This is an optimization exercise on Yosys and OpenROAD, whose aim is small area, a short achievable clock period and few clock cycles per item, not a production implementation.
In this exercise RTL edits were held to simulation tests only and were not proved equivalent to the original.

==> job 4735 <==
==> flow/design.v (excerpt) <==
module ifft_top (
    input  wire        clk,
    input  wire        rst,
    input  wire        ifft_enable,
    input  wire [15:0] in_0_real,
    input  wire [15:0] in_1_real,
    input  wire [15:0] in_2_real,
    input  wire [15:0] in_3_real,
    input  wire [15:0] in_4_real,
    input  wire [15:0] in_5_real,
    input  wire [15:0] in_6_real,
    input  wire [15:0] in_7_real,
    input  wire [15:0] in_8_real,
    input  wire [15:0] in_9_real,
    input  wire [15:0] in_10_real,
    input  wire [15:0] in_11_real,
    input  wire [15:0] in_0_imag,
    input  wire [15:0] in_1_imag,
    input  wire [15:0] in_2_imag,
    input  wire [15:0] in_3_imag,
    input  wire [15:0] in_4_imag,
    input  wire [15:0] in_5_imag,
    input  wire [15:0] in_6_imag,
    input  wire [15:0] in_7_imag,
    input  wire [15:0] in_8_imag,
    input  wire [15:0] in_9_imag,
    input  wire [15:0] in_10_imag,
    input  wire [15:0] in_11_imag,
    output wire [15:0] ifft_out_real,
    output wire [15:0] ifft_out_imag,
    output wire        finish
);
Settings: LEC_CHECK=0, CAP_MARGIN=20, CORE_MARGIN=2, CORE_UTILIZATION=40, SLEW_MARGIN=20; clock period 13.6 ns.
run.sh (not shown) runs the stock make flow with config.mk's settings and CLKGATE_MAP_FILE= SYNTH_SCRIPT=/design/flow/synth_recipe.tcl, a recipe that flattens the netlist after the stock synthesis.
==> inputs of job 5984, as changes to job 4735 <==
--- a/flow/design.v
+++ b/flow/design.v
@@ -51,34 +51,36 @@
       fin <= busy & (t >= 5'd4) & (t <= 5'd19);
     end
   end
   assign finish = fin;
   localparam M_ID = 3'd0, M_J = 3'd1, M_T1 = 3'd2, M_T3 = 3'd3,
              M_W1 = 3'd4, M_W3 = 3'd5, M_W5 = 3'd6, M_W7 = 3'd7;
   wire       r0A_r, r1A_r, r2A_r, r3A_r, r2C_r, n8_r, sw4_r, n4_r, bl_r, bq3_r, bp3_r;
-  wire       n0_r, t01_r, t12_r, t23_r, hsx_r, hsy_r, byB_r, jB_r, zyB_r, byC_r, injA_r, injC_r;
-  wire [4:0] cB_r;
+  wire       n0_r, t01_r, t12_r, t23_r, hsx_r, hsy_r, byB_r, zcB_r, zyB_r, byC_r, injA_r, injC_r;
+  wire       oxs_r, oxn_r, oys_r, oyn_r;
   wire [3:0] kC_r;
   wire [3:1] weC_r, weG_r;
   wire       r0A_i, r1A_i, r2A_i, r3A_i, r2C_i, n8_i, sw4_i, n4_i, bl_i, bq3_i, bp3_i;
-  wire       n0_i, t01_i, t12_i, t23_i, hsx_i, hsy_i, byB_i, jB_i, zyB_i, byC_i, injA_i, injC_i;
-  wire [4:0] cB_i;
+  wire       n0_i, t01_i, t12_i, t23_i, hsx_i, hsy_i, byB_i, zcB_i, zyB_i, byC_i, injA_i, injC_i;
+  wire       oxs_i, oxn_i, oys_i, oyn_i;
   wire [3:0] kC_i;
   wire [3:1] weC_i, weG_i;
   ifft_ctl #(.IM(0)) u_cr (
     .clk(clk), .rst(rst), .start(start), .busy(busy),
     .r0A(r0A_r), .r1A(r1A_r), .r2A(r2A_r), .r3A(r3A_r),
-    .cB(cB_r), .zyB(zyB_r), .byB(byB_r), .jB(jB_r), .hsx(hsx_r), .hsy(hsy_r),
+    .oxs(oxs_r), .oxn(oxn_r), .oys(oys_r), .oyn(oyn_r),
+    .zcB(zcB_r), .zyB(zyB_r), .byB(byB_r), .hsx(hsx_r), .hsy(hsy_r),
     .kC(kC_r), .byC(byC_r), .r2C(r2C_r), .weC(weC_r), .weG(weG_r),
     .n8(n8_r), .sw4(sw4_r), .n4(n4_r), .bl(bl_r), .bq3(bq3_r), .bp3(bp3_r),
     .n0(n0_r), .t01(t01_r), .t12(t12_r), .t23(t23_r), .injA(injA_r), .injC(injC_r));
   ifft_ctl #(.IM(1)) u_ci (
     .clk(clk), .rst(rst), .start(start), .busy(busy),
     .r0A(r0A_i), .r1A(r1A_i), .r2A(r2A_i), .r3A(r3A_i),
-    .cB(cB_i), .zyB(zyB_i), .byB(byB_i), .jB(jB_i), .hsx(hsx_i), .hsy(hsy_i),
+    .oxs(oxs_i), .oxn(oxn_i), .oys(oys_i), .oyn(oyn_i),
+    .zcB(zcB_i), .zyB(zyB_i), .byB(byB_i), .hsx(hsx_i), .hsy(hsy_i),
     .kC(kC_i), .byC(byC_i), .r2C(r2C_i), .weC(weC_i), .weG(weG_i),
     .n8(n8_i), .sw4(sw4_i), .n4(n4_i), .bl(bl_i), .bq3(bq3_i), .bp3(bp3_i),
     .n0(n0_i), .t01(t01_i), .t12(t12_i), .t23(t23_i), .injA(injA_i), .injC(injC_i));
   reg [15:0] x0r, x0i, x4r, x4i, x8r, x8i;
   reg [15:0] ar[0:2], ai[0:2], br[0:2], bi[0:2], cr[0:2], ci[0:2];
   always @(posedge clk) begin
     if (!busy) begin
@@ -102,46 +104,40 @@
       end
       if (injA_r) ar[2] <= gv_r;
       if (injA_i) ai[2] <= gv_i;
       if (injC_r) cr[1] <= gv_r;
       if (injC_i) ci[1] <= gv_i;
     end
   end
-  wire        subA_r = r1A_r | r3A_r, subA_i = r1A_i | r3A_i;
-  wire [15:0] uopr = r3A_r ? {ar[1][14:0], 1'b0} : ar[0] & {16{~r2A_r}};
-  wire [15:0] uopi = r3A_i ? {ai[1][14:0], 1'b0} : ai[0] & {16{~r2A_i}};
-  wire [15:0] wopr = (cr[0] ^ {16{subA_r}}) & {16{~r2A_r}};
-  wire [15:0] wopi = (ci[0] ^ {16{subA_i}}) & {16{~r2A_i}};
-  wire [15:0] vopr = (br[0] ^ {16{r0A_r}}) & {16{r0A_r | r2A_r}};
-  wire [15:0] vopi = (bi[0] ^ {16{r0A_i}}) & {16{r0A_i | r2A_i}};
-  wire [15:0] pre_r, pre_i;
-  ifft_add3 #(16) u_prr (uopr, wopr, vopr, r0A_r, subA_r, pre_r);
-  ifft_add3 #(16) u_pri (uopi, wopi, vopi, r0A_i, subA_i, pre_i);
-  reg  [15:0] PBr, PBi;
+  wire [15:0] ur = r3A_r ? {ar[1][14:0], 1'b0} : ar[0];
+  wire [15:0] ui = r3A_i ? {ai[1][14:0], 1'b0} : ai[0];
+  wire        uon_r = ~r2A_r, uon_i = ~r2A_i;                   
+  wire        von_r = r0A_r | r2A_r, von_i = r0A_i | r2A_i;     
+  wire        sw_r = r1A_r | r3A_r, sw_i = r1A_i | r3A_i;       
+  wire [15:0] xre, yre, xim, yim;
+  ifft_opnd u_xr (ur, ui, cr[0], ci[0], br[0], bi[0], uon_r, von_r, sw_r, r0A_r, oxs_r, oxn_r, xre);
+  ifft_opnd u_yr (ur, ui, cr[0], ci[0], br[0], bi[0], uon_r, von_r, sw_r, r0A_r, oys_r, oyn_r, yre);
+  ifft_opnd u_xi (ur, ui, cr[0], ci[0], br[0], bi[0], uon_i, von_i, sw_i, r0A_i, oxs_i, oxn_i, xim);
+  ifft_opnd u_yi (ur, ui, cr[0], ci[0], br[0], bi[0], uon_i, von_i, sw_i, r0A_i, oys_i, oyn_i, yim);
+  reg  [15:0] XRr, YRr, XRi, YRi;
   always @(posedge clk) begin
-    PBr <= pre_r;
-    PBi <= pre_i;
+    XRr <= xre; YRr <= yre;
+    XRi <= xim; YRi <= yim;
   end
-  wire [15:0] XRr = (cB_r[4] ? PBi : PBr) ^ {16{cB_r[3]}};
-  wire [15:0] YRr = (cB_r[2] ? PBi : PBr) ^ {16{cB_r[1]}};
-  wire [15:0] ZRr = (zyB_r ? YRr : XRr) & {16{cB_r[0]}};
-  wire [15:0] XRi = (cB_i[4] ? PBi : PBr) ^ {16{cB_i[3]}};
-  wire [15:0] YRi = (cB_i[2] ? PBi : PBr) ^ {16{cB_i[1]}};
-  wire [15:0] ZRi = (zyB_i ? YRi : XRi) & {16{cB_i[0]}};
-  wire [15:0] BPr = jB_r ? -PBi : PBr;
-  wire [15:0] BPi = jB_i ? PBr : PBi;
+  wire [15:0] ZRr = (zyB_r ? YRr : XRr) & {16{zcB_r}};
+  wire [15:0] ZRi = (zyB_i ? YRi : XRi) & {16{zcB_i}};
   wire [25:0] s_re, c_re, s_im, c_im;
   ifft_tw_comp u_re (.x(XRr), .y(YRr), .z(ZRr), .hx(hsx_r), .hy(hsy_r), .s(s_re), .c(c_re));
   ifft_tw_comp u_im (.x(XRi), .y(YRi), .z(ZRi), .hx(hsx_i), .hy(hsy_i), .s(s_im), .c(c_im));
   reg  [25:0] SRr, CRr, SRi, CRi;
   always @(posedge clk) begin
-    SRr <= byB_r ? {BPr, 10'd0} : s_re;  CRr <= byB_r ? 26'd0 : c_re;
-    SRi <= byB_i ? {BPi, 10'd0} : s_im;  CRi <= byB_i ? 26'd0 : c_im;
+    SRr <= byB_r ? {XRr, 10'd0} : s_re;  CRr <= byB_r ? 26'd0 : c_re;
+    SRi <= byB_i ? {XRi, 10'd0} : s_im;  CRi <= byB_i ? 26'd0 : c_im;
   end
-  reg  [25:0] kpr, kpi;
+  reg  [25:0] kpr, kpi;    
   always @(*) begin
     case ({byC_r, kC_r})
       5'd0: kpr = 26'h08e00d1;
       5'd1: kpr = 26'h08e00d2;
       5'd2: kpr = 26'h08e0258;
       5'd3: kpr = 26'h08e0259;
       5'd4: kpr = 26'h08e0483;
@@ -153,15 +149,15 @@
       5'd10: kpr = 26'h3bf8440;
       5'd11: kpr = 26'h3bf8441;
       5'd12: kpr = 26'h3bf8440;
       5'd13: kpr = 26'h3bf8441;
       5'd14: kpr = 26'h3bf8714;
       5'd15: kpr = 26'h3bf8715;
       5'd16: kpr = 26'h0000000;
-      5'd17: kpr = 26'h0000000;
+      5'd17: kpr = 26'h0000400;
       5'd18: kpr = 26'h0000000;
       5'd19: kpr = 26'h0000000;
       5'd20: kpr = 26'h0000000;
       5'd21: kpr = 26'h0000000;
       5'd22: kpr = 26'h0000000;
       5'd23: kpr = 26'h0000000;
       5'd24: kpr = 26'h0000000;
@@ -189,15 +185,15 @@
       5'd10: kpi = 26'h3bf8440;
       5'd11: kpi = 26'h3bf8441;
       5'd12: kpi = 26'h3bf8440;
       5'd13: kpi = 26'h3bf8441;
       5'd14: kpi = 26'h3bf8714;
       5'd15: kpi = 26'h3bf8715;
       5'd16: kpi = 26'h0000000;
-      5'd17: kpi = 26'h0000000;
+      5'd17: kpi = 26'h0000400;
       5'd18: kpi = 26'h0000000;
       5'd19: kpi = 26'h0000000;
       5'd20: kpi = 26'h0000000;
       5'd21: kpi = 26'h0000000;
       5'd22: kpi = 26'h0000000;
       5'd23: kpi = 26'h0000000;
       5'd24: kpi = 26'h0000000;
@@ -343,17 +339,18 @@
 endmodule
 module ifft_ctl #(parameter IM = 0) (
     input  wire       clk,
     input  wire       rst,
     input  wire       start,
     input  wire       busy,
     output reg        r0A, r1A, r2A, r3A,    
-    output reg  [4:0] cB,          
+    output reg        oxs, oxn, oys, oyn,    
+    output reg        zcB,         
     output reg        zyB,         
-    output reg        byB, jB,     
+    output reg        byB,         
     output reg        hsx, hsy,    
     output reg  [3:0] kC,          
     output reg        byC,         
     output reg        r2C,         
     output reg  [3:1] weC,         
     output reg  [3:1] weG,         
     output reg        n8, sw4, n4,  
@@ -380,50 +377,61 @@
       5'd10: modeN = M_T1; 5'd11: modeN = M_J;  5'd12: modeN = M_T3;
       default: modeN = M_ID;
     endcase
   end
   reg  [2:0] modeA;      
   reg  [4:0] cN;
   always @(*) begin
-    if (IM == 0)
-      case (modeA)
+    if (modeN == M_ID)
+      cN = (IM == 0) ? 5'b00_00_0 : 5'b10_00_0;
+    else if (modeN == M_J)
+      cN = (IM == 0) ? 5'b11_00_0 : 5'b00_00_0;
+    else if (IM == 0)
+      case (modeN)
         M_W1:    cN = 5'b00_11_0;
         M_W3:    cN = 5'b11_00_0;
         M_W5:    cN = 5'b11_01_1;
         M_W7:    cN = 5'b01_11_1;
         M_T1:    cN = 5'b00_11_0;
         default: cN = 5'b01_11_1;    
       endcase
     else
-      case (modeA)
+      case (modeN)
         M_W1:    cN = 5'b10_00_0;
         M_W3:    cN = 5'b00_10_0;
         M_W5:    cN = 5'b00_11_1;
         M_W7:    cN = 5'b11_00_1;
         M_T1:    cN = 5'b10_00_0;
         default: cN = 5'b00_11_1;    
       endcase
   end
   wire       hN = (modeA == M_T1) | (modeA == M_T3);
+  reg  [4:0] cA;         
+  reg        jA;
   wire [1:0] kn = tp[1:0] + 2'd1;           
-  reg        hsB, ia1, ic1, sw1;
+  reg        hsB, ia1, ic1, sw1, jB;
+  reg  [4:0] cB;
   always @(posedge clk) begin
     modeA <= modeN;
+    cA   <= cN;
+    jA   <= (modeN == M_J);
+    {oxs, oxn, oys, oyn} <= cN[4:1];
     r0A  <= (tp <= 5'd2);
     r1A  <= (tp >= 5'd3)  & (tp <= 5'd5);
     r2A  <= (tp >= 5'd6)  & (tp <= 5'd8);
     r3A  <= (tp >= 5'd10) & (tp <= 5'd12);
-    cB   <= cN;
+    zcB  <= cA[0];
     zyB  <= (modeA == M_W5) | ((IM != 0) & (modeA == M_T3));
     byB  <= (modeA == M_ID) | (modeA == M_J);
-    jB   <= (modeA == M_J);
     hsx  <= hN;
     hsy  <= (tp == 5'd1) | (tp == 5'd3) | (tp == 5'd5) | (tp == 5'd8) | (tp == 5'd11) | (tp == 5'd13);
     hsB  <= hN;
-    kC   <= {hsB, cB[3], cB[1], cB[0]};
+    cB   <= cA;
+    jB   <= jA;
+    kC   <= byB ? {3'b000, jB & (IM == 0)} : {hsB, cB[3], cB[1], cB[0]};
     byC  <= byB;
     r2C  <= (tp >= 5'd8)  & (tp <= 5'd10);
     weC[1] <= (tp == 5'd2) | (tp == 5'd8)  | (tp == 5'd12);
     weC[2] <= (tp == 5'd3) | (tp == 5'd9)  | (tp == 5'd13);
     weC[3] <= (tp == 5'd4) | (tp == 5'd10) | (tp == 5'd14);
     weG[1] <= (tp == 5'd0);
     weG[2] <= (tp == 5'd1);
@@ -441,7 +449,22 @@
     injC <= ic1;
     n0   <= (kn != 2'd0);
     t01  <= (kn == 2'd0);
     t12  <= (kn == 2'd1);
     t23  <= (kn == 2'd2);
   end
 endmodule
+module ifft_opnd (
+    input  wire [15:0] ur, ui,
+    input  wire [15:0] wr, wi,
+    input  wire [15:0] vr, vi,
+    input  wire        uon, von,
+    input  wire        sw, sv,
+    input  wire        cs, ng,
+    output wire [15:0] y
+);
+  wire [15:0] u = (cs ? ui : ur) ^ {16{ng}};
+  wire [15:0] w = (cs ? wi : wr) ^ {16{sw ^ ng}};
+  wire [15:0] v = (cs ? vi : vr) ^ {16{sv ^ ng}};
+  wire ci = (uon & von) | (uon & sw & ~ng);
+  ifft_add3 #(16) u_add (u & {16{uon}}, w & {16{uon}}, v & {16{von}}, ci, 1'b0, y);
+endmodule
==> notes <==
Job 5984 produced a clean layout. Job 4735 produced a clean layout.
Worst setup slack: job 4735 is lower than job 5984 (0.50 ns).
Against job 4735, the flip-flop and latch count of job 5984 is higher by 22.
Of job 4735 and job 5984, job 5984 has the higher synthesized cell count (gap about 9%, measured against job 5984).
Against job 4735, the non-clock buffer count of job 5984 is higher by 26.
Between job 5984 and job 4735, the lower register-to-register slack is in job 4735 (gap 0.50 ns).
Against job 4735, the first-iteration DRC count of job 5984 is higher by about 66%.
==> figures <==
	job 5984	job 4735
DP Area	69,500 um^2	64,700 um^2
Status	no timing/DRC/antenna violations	no timing/DRC/antenna violations
Worst setup path endpoint	g3i[15]	SRi[15]
Avg WL per Cell	26.2 um	23.2 um
Max-Slew Margin vs Limit	13.1%	21.3%
Final cycle utilization of the critical path	36.9%	40.6%
RePlAce Congestion	0.965	0.952
Skew-Pair Late Insertion Delay	0.78 ns	0.75 ns
Count of clock-net buffers in the final layout	150	129
Total instance count after detailed placement	8,422	7,700
Clk_skew	0.0708 ns	0.0443 ns
Filler cell count in the final layout	14,800	13,600
Testbench counts of job 4735, summed over its fixed seeds: cycles 10,752, items 512.
Testbench counts of job 5984, summed over its fixed seeds: cycles 10,752, items 512.

-- static timing again, ports no longer ideal --
How much do the figures lean on ideal ports? The routed layouts below were timed once more, with nothing changed but the port constraints.
Step 1 assumes that a clkbuf_16 drives the clock port and a buf_2 every other input.
Step 2 moves the port delays by t, midway between the first and last clock arrival at a register: inputs arrive t later, outputs are due t later. That takes back most of the time a late clock gives input paths.
a / b / c = ideal ports / drivers / drivers and shift; a / b = the first two.
run | t (ns) | setup WS [ns] | hold slack, ns | latest minus earliest clock arrival (ns) | worst register clock-pin slew, ns
job 4735 | 0.812 | 8.084 / 8.084 / 8.084 | 0.325 / 0.325 / 0.325 | 0.047 / 0.046 | 0.07 / 0.07
job 5984 | 0.816 | 8.584 / 8.584 / 8.584 | 0.301 / 0.301 / 0.301 | 0.073 / 0.073 | 0.07 / 0.07
After both steps setup and hold are still met in every run listed.
